Background: an optimization exercise with open tools, aiming at small area. Do not read the settings as production practice.
Only simulation tests tie the RTL to the original design; equivalence was not proved.
Power figures rest on the tool's default switching activity, not on a simulated workload.

==> design/flow/design.v <==
module Mul(
  input         clock,
  input         reset,
  input         io_mulValid,
  input  [31:0] io_multiplicand,
  input  [31:0] io_multiplier,
  output        io_outValid,
  output [31:0] io_resultLow
);
  reg  _T;  
  wire [63:0] _T_1 = io_multiplicand * io_multiplier;  
  reg [63:0] _T_2;  
  assign io_outValid = _T;  
  assign io_resultLow = _T_2[31:0];  
  always @(posedge clock) begin
    if (reset) begin
      _T <= 1'h0;
    end else begin
      _T <= io_mulValid;
    end
    if (reset) begin
      _T_2 <= 64'h0;
    end else begin
      _T_2 <= _T_1;
    end
  end
endmodule
module Acc(
  input         clock,
  input         reset,
  input  [7:0]  io_iniVal,
  input  [7:0]  io_counter,
  input  [32:0] io_inputVal,
  output [32:0] io_outputVal
);
  wire  valid = io_inputVal[32];  
  wire [31:0] inVal = io_inputVal[31:0];  
  reg [7:0] accCntReg;  
  wire  cntFinish = accCntReg == io_counter;  
  wire [7:0] _T_3 = accCntReg + 8'h1;  
  wire  _T_5 = valid | cntFinish;  
  wire  _T_6 = accCntReg == 8'h0;  
  wire  _T_7 = cntFinish | _T_6;  
  wire [31:0] _GEN_2 = {{24'd0}, io_iniVal};  
  wire [31:0] _T_9 = inVal + _GEN_2;  
  reg [31:0] accValReg;  
  wire [31:0] _T_11 = inVal + accValReg;  
  wire [31:0] _T_15 = cntFinish ? accValReg : 32'h0;  
  assign io_outputVal = {cntFinish,_T_15};  
  always @(posedge clock) begin
    if (reset) begin
      accCntReg <= 8'h0;
    end else if (_T_5) begin
      if (cntFinish) begin
        accCntReg <= {{7'd0}, valid};
      end else begin
        accCntReg <= _T_3;
      end
    end
    if (reset) begin
      accValReg <= 32'h0;
    end else if (_T_5) begin
      if (valid) begin
        if (_T_7) begin
          accValReg <= _T_9;
        end else begin
          accValReg <= _T_11;
        end
      end else begin
        accValReg <= 32'h0;
      end
    end
  end
endmodule
module ALU0(
  input         clock,
  input         reset,
  input  [20:0] io_cfg,
  input  [32:0] io_inputs_0,
  input  [32:0] io_inputs_1,
  output [32:0] io_outputs_0
);
  wire  Mul_clock;  
  wire  Mul_reset;  
  wire  Mul_io_mulValid;  
  wire [31:0] Mul_io_multiplicand;  
  wire [31:0] Mul_io_multiplier;  
  wire  Mul_io_outValid;  
  wire [31:0] Mul_io_resultLow;  
  wire  Acc_clock;  
  wire  Acc_reset;  
  wire [7:0] Acc_io_iniVal;  
  wire [7:0] Acc_io_counter;  
  wire [32:0] Acc_io_inputVal;  
  wire [32:0] Acc_io_outputVal;  
  reg [32:0] inputsWire_0;  
  reg [32:0] inputsWire_1;  
  wire  _T_2 = inputsWire_0[32] & inputsWire_1[32];  
  wire  _T_18 = 5'h1 == io_cfg[4:0];  
  wire  _T_19 = _T_18 & _T_2;  
  wire  _T_20 = 5'h2 == io_cfg[4:0];  
  wire  _T_21 = _T_20 ? _T_2 : _T_19;  
  wire  _T_22 = 5'h3 == io_cfg[4:0];  
  wire  _T_23 = _T_22 ? _T_2 : _T_21;  
  wire  _T_24 = 5'h6 == io_cfg[4:0];  
  wire  _T_25 = _T_24 ? _T_2 : _T_23;  
  wire  _T_26 = 5'h7 == io_cfg[4:0];  
  wire  _T_27 = _T_26 ? _T_2 : _T_25;  
  wire  _T_28 = 5'hf == io_cfg[4:0];  
  wire  _T_29 = _T_28 ? inputsWire_0[32] : _T_27;  
  wire  _T_30 = 5'h10 == io_cfg[4:0];  
  wire  en = _T_30 ? inputsWire_0[32] : _T_29;  
  wire  _T_32 = ~io_inputs_0[32];  
  wire  _T_33 = en & _T_32;  
  wire  _T_35 = _T_33 | reset;  
  wire  _T_39 = ~io_inputs_1[32];  
  wire  _T_40 = en & _T_39;  
  wire  _T_42 = _T_40 | reset;  
  wire [31:0] _T_48 = inputsWire_0[31:0] + inputsWire_1[31:0];  
  wire [32:0] _T_49 = {en,_T_48};  
  wire [31:0] _T_53 = inputsWire_0[31:0] - inputsWire_1[31:0];  
  wire [32:0] _T_54 = {en,_T_53};  
  wire  _T_56 = io_cfg[4:0] == 5'h3;  
  wire [32:0] _T_60 = {Mul_io_outValid,Mul_io_resultLow};  
  wire [31:0] _T_63 = inputsWire_0[31:0] | inputsWire_1[31:0];  
  wire [32:0] _T_64 = {en,_T_63};  
  wire [31:0] _T_67 = inputsWire_0[31:0] ^ inputsWire_1[31:0];  
  wire [32:0] _T_68 = {en,_T_67};  
  reg [32:0] _T_71;  
  wire [32:0] _T_74 = _T_18 ? _T_49 : 33'h0;  
  wire [32:0] _T_76 = _T_20 ? _T_54 : _T_74;  
  wire [32:0] _T_78 = _T_22 ? _T_60 : _T_76;  
  wire [32:0] _T_80 = _T_24 ? _T_64 : _T_78;  
  wire [32:0] _T_82 = _T_26 ? _T_68 : _T_80;  
  wire [32:0] _T_84 = _T_28 ? inputsWire_0 : _T_82;  
  Mul Mul (  
    .clock(Mul_clock),
    .reset(Mul_reset),
    .io_mulValid(Mul_io_mulValid),
    .io_multiplicand(Mul_io_multiplicand),
    .io_multiplier(Mul_io_multiplier),
    .io_outValid(Mul_io_outValid),
    .io_resultLow(Mul_io_resultLow)
  );
  Acc Acc (  
    .clock(Acc_clock),
    .reset(Acc_reset),
    .io_iniVal(Acc_io_iniVal),
    .io_counter(Acc_io_counter),
    .io_inputVal(Acc_io_inputVal),
    .io_outputVal(Acc_io_outputVal)
  );
  assign io_outputs_0 = _T_30 ? Acc_io_outputVal : _T_84;  
  assign Mul_clock = clock;
  assign Mul_reset = reset;
  assign Mul_io_mulValid = en & _T_56;  
  assign Mul_io_multiplicand = inputsWire_0[31:0];  
  assign Mul_io_multiplier = inputsWire_1[31:0];  
  assign Acc_clock = clock;
  assign Acc_reset = reset;
  assign Acc_io_iniVal = io_cfg[20:13];  
  assign Acc_io_counter = io_cfg[12:5];  
  assign Acc_io_inputVal = _T_71;  
  always @(posedge clock) begin
    if (_T_35) begin
      inputsWire_0 <= 33'h0;
    end else if (io_inputs_0[32]) begin
      inputsWire_0 <= io_inputs_0;
    end
    if (_T_42) begin
      inputsWire_1 <= 33'h0;
    end else if (io_inputs_1[32]) begin
      inputsWire_1 <= io_inputs_1;
    end
    if (reset) begin
      _T_71 <= 33'h0;
    end else begin
      _T_71 <= io_inputs_0;
    end
  end
endmodule
module CfgMem(
  input         clock,
  input         reset,
  input         io_cfgEn,
  input  [31:0] io_cfgData,
  output [20:0] io_cfgOut
);
  reg [31:0] outWire_0;  
  assign io_cfgOut = outWire_0[20:0];  
  always @(posedge clock) begin
    if (reset) begin
      outWire_0 <= 32'h0;
    end else if (io_cfgEn) begin
      outWire_0 <= io_cfgData;
    end
  end
endmodule
module PE0(
  input         clock,
  input         reset,
  input         io_cfgEn,
  input  [31:0] io_cfgData,
  input  [32:0] io_inputs_0,
  input  [32:0] io_inputs_1,
  output [32:0] io_outputs_0
);
  wire  ALU0_clock;  
  wire  ALU0_reset;  
  wire [20:0] ALU0_io_cfg;  
  wire [32:0] ALU0_io_inputs_0;  
  wire [32:0] ALU0_io_inputs_1;  
  wire [32:0] ALU0_io_outputs_0;  
  wire  CfgMem_clock;  
  wire  CfgMem_reset;  
  wire  CfgMem_io_cfgEn;  
  wire [31:0] CfgMem_io_cfgData;  
  wire [20:0] CfgMem_io_cfgOut;  
  ALU0 ALU0 (  
    .clock(ALU0_clock),
    .reset(ALU0_reset),
    .io_cfg(ALU0_io_cfg),
    .io_inputs_0(ALU0_io_inputs_0),
    .io_inputs_1(ALU0_io_inputs_1),
    .io_outputs_0(ALU0_io_outputs_0)
  );
  CfgMem CfgMem (  
    .clock(CfgMem_clock),
    .reset(CfgMem_reset),
    .io_cfgEn(CfgMem_io_cfgEn),
    .io_cfgData(CfgMem_io_cfgData),
    .io_cfgOut(CfgMem_io_cfgOut)
  );
  assign io_outputs_0 = ALU0_io_outputs_0;  
  assign ALU0_clock = clock;
  assign ALU0_reset = reset;
  assign ALU0_io_cfg = CfgMem_io_cfgOut;  
  assign ALU0_io_inputs_0 = io_inputs_0;  
  assign ALU0_io_inputs_1 = io_inputs_1;  
  assign CfgMem_clock = clock;
  assign CfgMem_reset = reset;
  assign CfgMem_io_cfgEn = io_cfgEn;  
  assign CfgMem_io_cfgData = io_cfgData;  
endmodule
==> design/flow/run.sh <==
#!/bin/bash
# synth_recipe.tcl (not shown) runs the flow's synth.tcl, then flattens the netlist and writes it again
# the make line also repeats each setting of config.mk as NAME=value (left out here)
make -C /OpenROAD-flow-scripts/flow DESIGN_CONFIG=/design/flow/config.mk WORK_HOME=/design/flow/orfs CLKGATE_MAP_FILE= SYNTH_SCRIPT=/design/flow/synth_recipe.tcl finish
==> design/flow/config.mk <==
export PLATFORM = sky130hd
export DESIGN_NAME = PE0
export DESIGN_NICKNAME = PE0
export VERILOG_FILES = /design/flow/design.v
export SDC_FILE = /design/flow/constraint.sdc
export NUM_CORES = 8
export LEC_CHECK = 0
export CAP_MARGIN = 20
export CORE_MARGIN = 2
export CORE_UTILIZATION = 40
export SLEW_MARGIN = 20
==> design/flow/constraint.sdc <==
create_clock -name core_clock -period 10.0 [get_ports {clock}]
set_input_delay 2.0000 -clock core_clock [delete_from_list [all_inputs] [get_ports {clock}]]
set_output_delay 2.0000 -clock core_clock [all_outputs]
set_load 0.01 [all_outputs]
==> summary.txt <==
[placed cells by master (no fill, tap or decap), types with 38 or more instances in the layout]
master / instances
fa_1: 411
a21oi_1: 148
dfxtp_1: 192
clkdlybuf4s50_1: 119
xor2_1: 43
mux2i_1: 104
ha_1: 250
o21ai_0: 81
buf_4: 71
nor2b_1: 47
nand2_1: 298
a21o_1: 38
nor2_1: 579
xnor2_1: 82
inv_1: 478
[report_power, final]
group,switching (mW),internal (mW)
Sequential,0.0945,0.837
Clock,0.390,0.355
Combinational,0.890,0.584
[registers in the layout (all words and copies together) (netlist names)]
signal,flops
ALU0._T_71,33
ALU0.inputsWire_0,33
ALU0.inputsWire_1,33
ALU0.Acc.accValReg,32
ALU0.Mul._T_2,32
CfgMem.outWire_0,21
ALU0.Acc.accCntReg,8
ALU0.Mul._T,1
[worst min-delay path: stages, from the launching register on]
cell and delay [ps]:
dfxtp_1 330, a21oi_1 60, nor2_1 70
[layer usage]
| metal | share of wire | routed length (um) | up-vias | track usage |
|---|---|---|---|---|
| met5 | 0 | 0 | - | 0 |
| met4 | 0.055 | 5370 | 0 | 0.141 |
| met3 | 0.080 | 7890 | 205 | 0.0458 |
| met2 | 0.45 | 44400 | 1126 | 0.438 |
| met1 | 0.41 | 40500 | 11900 | 0.357 |
| li1 | - | - | 10900 | - |
[worst paths after layout]
check,end,depth (start not counted)
worst min-delay path,ALU0.inputsWire_1[32],2
worst min register to register,ALU0.inputsWire_1[32],2
worst max register to register,ALU0.Mul._T_2[29],27
worst max-delay path,ALU0.Mul._T_2[29],27
[through the flow]
step	total power [mW]	setup slack (ps)	util	hold WS [ps]	instance area, sq um
final	3.15	1580	0.444	484	31000
after global routing	3.35	1340	0.444	508	31000
after CTS	3.15	1650	0.444	490	31000
after detailed placement	2.39	1700	0.435	471	30400
after global placement	2.38	1670	0.435	461	30400
after floorplan	1.87	3190	-	449	28200
[area by class of cell]
| type | instances | area, sq um | area share |
|---|---|---|---|
| clock buffers | 17 | 425 | 0.0137 |
| inverters | 495 | 1860 | 0.0599 |
| repair buffers | 192 | 1730 | 0.0559 |
| clock inverters | 15 | 170 | 0.00548 |
| well taps | 940 | 1180 | 0.0379 |
| flip-flops and latches | 193 | 3860 | 0.125 |
| diodes | 1 | 2.50 | 0.0000807 |
| multi-input cells | 2520 | 21800 | 0.702 |
[kinds of logic (layout without fill, tap and decap cells)]
logic type | after synthesis | after routing | share of synthesized area
compound gates | 530 | 530 | 0.127
xor+xnor | 125 | 125 | 0.0389
fa+ha+maj | 661 | 661 | 0.403
buf+inv | 668 | 719 | 0.0900
flops | 193 | 193 | 0.137
mux | 114 | 114 | 0.0410
other cells | 0 | 1 | 0
simple gates | 1090 | 1090 | 0.163
==> summary.txt <==
CTS hold repair buffers 0; asr flop ratio synth 0; Inst Count DP 4340; initial core utilization 0.403; CP startpoint kind register; GR Overflow Total 0; Slowest Stage Delay on Critical Path 640 ps; pwr dens 102 nW/um^2; share of layout cells above drive strength 1 0.0452; fmax 119 MHz; Pre-Repair DR Iteration Count 6; routed vias 24100; Yosys top cell area share 0.292; Synth Cell Area 28200 sq um; crit-path most repeated cell fa_1; post-CTS sizing 0; Synth top cells by count nor2_1 (582), inv_1 (478), fa_1 (411); Synth Area per Inst 8.33 sq um; RSZ-0062 raised after global routing no; Num CTS Buffers 17; maxcap violations 0; initial antenna violation count 1; Finish-stage setup viols 0; Mapped Cells about 3400; fillers 7014; ANT nets after route 0; Residual DRC 0; Worst Setup SP ALU0.inputsWire_0[6]; drt total wl 98.2 mm; Worst-Skew Late Latency 510 ps; setup_tns 0 ps; VDD IR max about 0.14 mV; Worst setup EP type register; Max Fanout on Critical Path 13; distinct cell type count after synthesis 94; Via density 5.52; dpl hpwl 75.8 mm; synthesis-to-finish area growth 10.1%; sequential area share after synthesis 0.137; Syn Nets 4143; clk sinks 193; critical path class reg2reg; worst path required time 10380 ps; Synth Warn # 4; count leader, synth nor2_1; clock skew around 16 ps; largest net degree at the start of global routing 79; post-synthesis sequential element count between 150 and 200; first-pass GRT wire length 150 mm; # Post-CTS Setup Buffers 0; Post-synth EDFFs 0; CTS tree done; vias in the first global route 24400; Primary FF master, synth dfxtp_1; Die Width approximately 270 um; First DRT Iteration DRCs about 2400; Rows 97; Max Slew Vio Count 0; final hold vios 0; Worst-Margin Slew 1120 ps; top cells by area, synth fa_1 (29%), dfxtp_1 (14%), ha_1 (11%); WP buf/inv 8; Final nets around 4200; Total GRT Usage 0.274; CTS max path bufs 2; min-delay src ALU0.inputsWire_1[32]; Largest delay share family, worst path adder cells; die extent in y between 200 and 300 um; io pins 134; worst hold path class reg2reg; count of input and output buffers ~120; core region area 69900 sq um; Placer Congestion 0.967; Clock transition at path regs 90 ps; R2R setup slack 1580 ps; DR WL/cell 22.5 um; RR Startpoint ALU0.inputsWire_0[6]; Rel. slew slack 0.255; cell taking the most area after synthesis fa_1; slowest stage cell, crit path a31oi_1; status timing/DRC/antenna clean; Layout Cells excl Fill 4373; DIE AREA 72600 sq um; H-tree lvl count 4; P_leak 14.2 nW; Root Buffer clkbuf_16; fin crit share 0.842; crit path DAT slightly below 9000 ps; fin crit period 8420 ps

## what the ideal ports hide
The results above use ideal ports. As a check the final layout listed here was re-extracted and re-timed, cells and wires unchanged. Step 1 assumes that a clkbuf_16 drives the clock port and a buf_2 every other input. Step 2, shift: input delay + t, output delay - t, t = (earliest + latest rising clock arrival at the registers) / 2. This alone moves slack from input paths to output paths. Three values: no drivers, after step 1, after step 2; two values: the first two.
shift t [ns]: 0.569
setup slack, ns: 1.579 / 1.579 / 1.579
hold slack, ns: 0.484 / 0.484 / 0.484
worst setup path after step 2: register to register
After both steps setup and hold are still met in this run. The setup slack of this run moves by 0.000 ns with the drivers and by 0.000 ns with both steps.
